Background: an optimization exercise with open tools, aiming at a short achievable clock period and few clock cycles. Do not read the settings as production practice. At most, simulation tests tie the RTL to the original design; equivalence was not proved. Power figures rest on the tool's default switching activity, not on a simulated workload.

## MIPSProcessor
module MIPSProcessor (
    input    wire               clk, rst,
    output   wire    [31:0]     imem_addr,
    input    wire    [31:0]     imem_rdata,
    output   wire    [31:0]     dmem_addr,
    output   wire    [31:0]     dmem_wdata,
    output   wire               dmem_we,
    input    wire    [31:0]     dmem_rdata
);
Size in the first run: roughly 6700 cells after synthesis, about 1600 flip-flops, roughly 160 I/O pins.
clock: 12.0 ns
lec_check: 0
abc_clock_period_in_ps: 3000
cap_margin: 20
cell_pad_in_sites_detail_placement: 0
cell_pad_in_sites_global_placement: 0
core_margin: 2
core_utilization: 50
cts_buf_list: sky130_fd_sc_hd__clkbuf_16
cts_cluster_diameter: 100
cts_cluster_size: 25
setup_slack_margin: 5
slew_margin: 20
standard.sh (not shown) runs the stock make flow with config.mk's settings and CLKGATE_MAP_FILE= SYNTH_SCRIPT=/design/flow/synth_recipe.tcl, a recipe that flattens the netlist after the stock synthesis.
==> flow/flow/run.sh <==
#!/bin/bash
# The standard layout, with timing repair aiming past the 12 ns clock:
# repair_timing treats any path with less than SETUP_SLACK_MARGIN of slack
# as failing, so it keeps sizing and buffering the longest paths.
set -euo pipefail
bash standard.sh SETUP_SLACK_MARGIN=8.6 finish > standard_flow.log 2>&1
Testbench counts at the start, summed over its fixed seeds: cycles 37,178.
Rerun with:
--- a/flow/flow/run.sh
+++ b/flow/flow/run.sh
@@ -4,3 +4,3 @@
 # as failing, so it keeps sizing and buffering the longest paths.
 set -euo pipefail
-bash standard.sh SETUP_SLACK_MARGIN=8.6 finish > standard_flow.log 2>&1
+bash standard.sh SETUP_SLACK_MARGIN=8.3 finish > standard_flow.log 2>&1
Settings changed: GPL_ROUTABILITY_DRIVEN from default to 0.
Via count decreases by 3.6%. Routed wire length is lower by about 7%. Global-route usage fell by 2.0 points. Non-clock buffer count is lower by 217. Power decreases by about 1.4%. Critical path depth goes down by 2. Die area stays the same. First-iteration DRC count shrinks by about 3%. Design area is lower by about 6%.
Rerun with:
Settings changed: CELL_PAD_IN_SITES_DETAIL_PLACEMENT 0 to 1, CELL_PAD_IN_SITES_GLOBAL_PLACEMENT 0 to 1, CORE_UTILIZATION 50 to 60, GPL_ROUTABILITY_DRIVEN 0 to default.
After rerunning: Worst hold slack stays flat; total power goes up slightly; worst setup slack gets worse by 120 ps; cell area went down slightly; sequential power stays flat; synthesized cell count stays the same; clock skew fell by 3.6 ps.
Rerun with:
Settings changed: CELL_PAD_IN_SITES_DETAIL_PLACEMENT 1 to 0, CELL_PAD_IN_SITES_GLOBAL_PLACEMENT 1 to 0, CORE_UTILIZATION 60 to 50, PLACE_DENSITY from default to 0.7.
Effect:
- The new run ran to the end with no violations
- worst setup slack is better by 79 ps
- global-route usage fell by 11 points
- non-clock buffer count fell by 73
- via count fell by a few percent
Rerun with:
Settings changed: CELL_PAD_IN_SITES_DETAIL_PLACEMENT 0 to 1, CELL_PAD_IN_SITES_GLOBAL_PLACEMENT 0 to 1, CORE_UTILIZATION 50 to 55, PLACE_DENSITY 0.7 to default.
What happened: Via count grows by 2.6%. Cell area grows by about 1.2%. Synthesized area is unchanged. Flip-flop and latch count stays the same. Worst setup slack degrades by 8.0 ps. Power grows by about 1.4%.


== v23 ==
MIPSProcessor again, from the RTL that the note above started with.
// MIPSProcessor
module MIPSProcessor (
    input    wire               clk, rst,
    output   wire    [31:0]     imem_addr,
    input    wire    [31:0]     imem_rdata,
    output   wire    [31:0]     dmem_addr,
    output   wire    [31:0]     dmem_wdata,
    output   wire               dmem_we,
    input    wire    [31:0]     dmem_rdata
);
export LEC_CHECK = 0
export ABC_CLOCK_PERIOD_IN_PS = 3000
export CAP_MARGIN = 20
export CELL_PAD_IN_SITES_DETAIL_PLACEMENT = 0
export CELL_PAD_IN_SITES_GLOBAL_PLACEMENT = 0
export CORE_MARGIN = 2
export CORE_UTILIZATION = 50
export CTS_BUF_LIST = sky130_fd_sc_hd__clkbuf_16
export CTS_CLUSTER_DIAMETER = 120
export CTS_CLUSTER_SIZE = 20
export SETUP_SLACK_MARGIN = 5
export SLEW_MARGIN = 20
create_clock -name core_clock -period 12.0 [get_ports {clk}]
==> flow/flow/run.sh <==
#!/bin/bash
# The standard layout, with timing repair aiming past the 12 ns clock:
# repair_timing treats any path with less than SETUP_SLACK_MARGIN of slack
# as failing, so it keeps sizing and buffering the longest paths.
set -euo pipefail
bash standard.sh SETUP_SLACK_MARGIN=8.3 finish > standard_flow.log 2>&1
Looking at the reports, v23 completed the entire flow and the layout it produced met the timing, DRC and antenna checks.
Testbench counts of v23, summed over its fixed seeds: cycles 37,178.
> inputs changed (v23 -> v42)
- CORE_UTILIZATION now 55, was 50
[summary]
v42 has more setup slack than v23. From v23 to v42 the numbers moved as follows: met2 track utilization from global routing shows an increase of 6.2 points; number of failing setup endpoints in the final timing report shows no meaningful change; routed length on met3 shows an increase of 13%.
Setup changes, v42 to v10
- swapping 120 for 100 in CTS_CLUSTER_DIAMETER
- swapping 55 for 45 in CORE_UTILIZATION
- swapping 20 for 25 in CTS_CLUSTER_SIZE
Findings:
Row non-clock buffer count: v10 lower / v42 higher. v42 -> v10: cell internal power dissipation decreased by a few percent. | sum of routed wire length over all layers | v10 vs v42 | 2.4% lower |. Changes observed in v10 relative to v42: share of layout cells above drive strength 1 essentially unchanged; number of tap cells added at floorplan moved up.
Modified inputs, v25 compared to v10
- swapping 25 for 20 in CTS_CLUSTER_SIZE
- swapping 45 for 60 in CORE_UTILIZATION
- swapping 100 for 120 in CTS_CLUSTER_DIAMETER
--- outcome ---
Relative to v10, the final worst hold slack of v25 is lower by 9.1 ps. Of v10 and v25, v25 shows the lower register-to-register slack, with v10 above it. Looking at worst setup slack, v25 sits 88 ps above v10. [compare] base=v10 new=v25: area of all placed cells without fillers decreased by about 0.6% relative to the old numbers; clock group share of total power now sits higher; utilization after layout moved up; wire length higher. Between v10 and v25, critical path depth increased.
Modified inputs, v46 compared to v25
- swapping 20 for 25 in CTS_CLUSTER_SIZE
- swapping 120 for 100 in CTS_CLUSTER_DIAMETER
- swapping 60 for 55 in CORE_UTILIZATION
==> comparison <==
- On signal arrival time at the worst endpoint: v46 sits below v25.
- When v46 is measured against v25, its post-placement setup slack turns out 86 ps higher.
- v46 -> v25: total power per unit cell area flat


MIPSProcessor again, from the RTL that the note above started with.
Settings: LEC_CHECK=0, ABC_CLOCK_PERIOD_IN_PS=3000, CAP_MARGIN=20, CELL_PAD_IN_SITES_DETAIL_PLACEMENT=0, CELL_PAD_IN_SITES_GLOBAL_PLACEMENT=0, CORE_MARGIN=2, CORE_UTILIZATION=52, CTS_BUF_LIST=sky130_fd_sc_hd__clkbuf_16, CTS_CLUSTER_DIAMETER=100, CTS_CLUSTER_SIZE=25, SETUP_SLACK_MARGIN=5, SLEW_MARGIN=20; clock period 12.0 ns.
Scripts as last shown in full above: flow/flow/run.sh
The first run produced a clean layout.
Testbench counts at the start, summed over its fixed seeds: cycles 37,178.
Change:
- CELL_PAD_IN_SITES_DETAIL_PLACEMENT: 0 -> 1
- CELL_PAD_IN_SITES_GLOBAL_PLACEMENT: 0 -> 1
- CORE_UTILIZATION: 52 -> 50
The new run ran to the end with no violations.
Core utilization is lower by 1.6 points.
Sequential power falls by about 0.6%.
Global-route usage came out higher by 2.2 points.
Cell count came out higher by 2.5%.
Final area grows by about 1.2%.
Critical path depth decreases by 8.


## Q
MIPSProcessor, a different RTL version from the one above (not shown whole).
Size in the first run: roughly 1,700 flip-flops, ~160 I/O pins.
clock: 12.0 ns
lec_check: 0
abc_clock_period_in_ps: 3000
cap_margin: 20
cell_pad_in_sites_detail_placement: 1
cell_pad_in_sites_global_placement: 1
core_margin: 2
core_utilization: 50
cts_buf_list: sky130_fd_sc_hd__clkbuf_16
cts_cluster_diameter: 100
cts_cluster_size: 25
setup_slack_margin: 5
slew_margin: 20
Scripts as last shown in full above: flow/flow/run.sh
Q: no failed stages, no open violations at the end
Here is what was changed in the inputs of S compared with Q.
==> flow/flow/run.sh <==
#!/bin/bash
# The standard layout, with two changes:
# - timing repair aims past the 12 ns clock: repair_timing treats any path
#   with less than SETUP_SLACK_MARGIN of slack as failing, so it keeps
#   sizing and buffering the longest paths;
# - no full/half adder cells (ADDER_MAP_FILE empty): the multiplier's
#   carry-save tree is mapped to plain gates, which are faster here.
# Registers are untouched: synthesis is otherwise the standard flow's own.
set -euo pipefail
bash standard.sh SETUP_SLACK_MARGIN=8.3 ADDER_MAP_FILE= finish > standard_flow.log 2>&1
--- a/flow/config.mk
+++ b/flow/config.mk
@@ -6,5 +6,5 @@
 export NUM_CORES = 8
 export LEC_CHECK = 0
-export ABC_CLOCK_PERIOD_IN_PS = 3000
+export ABC_CLOCK_PERIOD_IN_PS = 2000
 export CAP_MARGIN = 20
 export CELL_PAD_IN_SITES_DETAIL_PLACEMENT = 1
Results
The cell area after layout in S sits 2.4% above the value recorded for Q. In the flow results for S and Q, the worst max-slew margin expressed relative to the limit is larger on Q. In the flow results for S and Q, the maximum fanout along the worst path is larger on Q. Delta (S minus Q): aggregate global-route resource usage lost 0.78 points, post-synthesis register bit count essentially unchanged. S vs. Q: total power fell about 0.8%; source-to-sink clock delay at the later pin of the worst-skew pair stayed essentially flat.
No run of this note included a check of the RTL's function; only the layout flow was run.

what the ideal ports hide:
The results above use ideal ports. As a check the final layouts listed here were re-extracted and re-timed, cells and wires unchanged.
Step 1 (the two cells are an assumption about what drives the block):
set clk [get_ports {clk}]
set_driving_cell -lib_cell sky130_fd_sc_hd__clkbuf_16 $clk
set_driving_cell -lib_cell sky130_fd_sc_hd__buf_2 [delete_from_list [all_inputs] $clk]
Step 2 times the ports against the registers' clock, not the clock port: input delays grow and output delays shrink by t, the midpoint of the rising clock arrivals with the driver on.
Three values: ideal, step 1, step 2; two values: the first two.
run | shift t [ns] | setup slack, ns | worst register clock-pin slew, ns | worst data-port slew with drivers (ns)
the first run of note 1 | 0.832 | 7.901 / 7.901 / 7.343 | 0.11 / 0.11 | 0.14
the second run of note 1 | 0.835 | 8.180 / 8.155 / 7.376 | 0.11 / 0.11 | 0.14
the third run of note 1 | 0.843 | 8.063 / 8.063 / 7.317 | 0.12 / 0.12 | 0.07
the fourth run of note 1 | 0.817 | 8.141 / 8.180 / 7.379 | 0.11 / 0.11 | 0.13
the fifth run of note 1 | 0.843 | 8.133 / 8.133 / 7.373 | 0.11 / 0.11 | 0.09
v23 | 0.846 | 8.039 / 8.097 / 7.251 | 0.10 / 0.10 | 0.14
v42 | 0.843 | 8.133 / 8.133 / 7.391 | 0.10 / 0.10 | 0.09
v10 | 0.853 | 7.879 / 7.934 / 7.082 | 0.11 / 0.11 | 0.15
v25 | 0.835 | 7.967 / 7.967 / 7.349 | 0.10 / 0.10 | 0.08
v46 | 0.801 | 8.119 / 8.119 / 7.400 | 0.11 / 0.11 | 0.08
the first run of note 3 | 0.852 | 8.101 / 8.101 / 7.421 | 0.11 / 0.11 | 0.15
the second run of note 3 | 0.863 | 7.981 / 8.045 / 7.182 | 0.11 / 0.11 | 0.10
Q | 0.859 | 7.450 / 7.450 / 7.211 | 0.12 / 0.12 | 0.05
S | 0.863 | 7.279 / 7.279 / 6.596 | 0.11 / 0.11 | 0.07
After both steps every run listed still meets setup and hold. The setup slack of the second run of note 1, which loses most, moves by -0.025 ns with the drivers and by -0.804 ns with both steps.
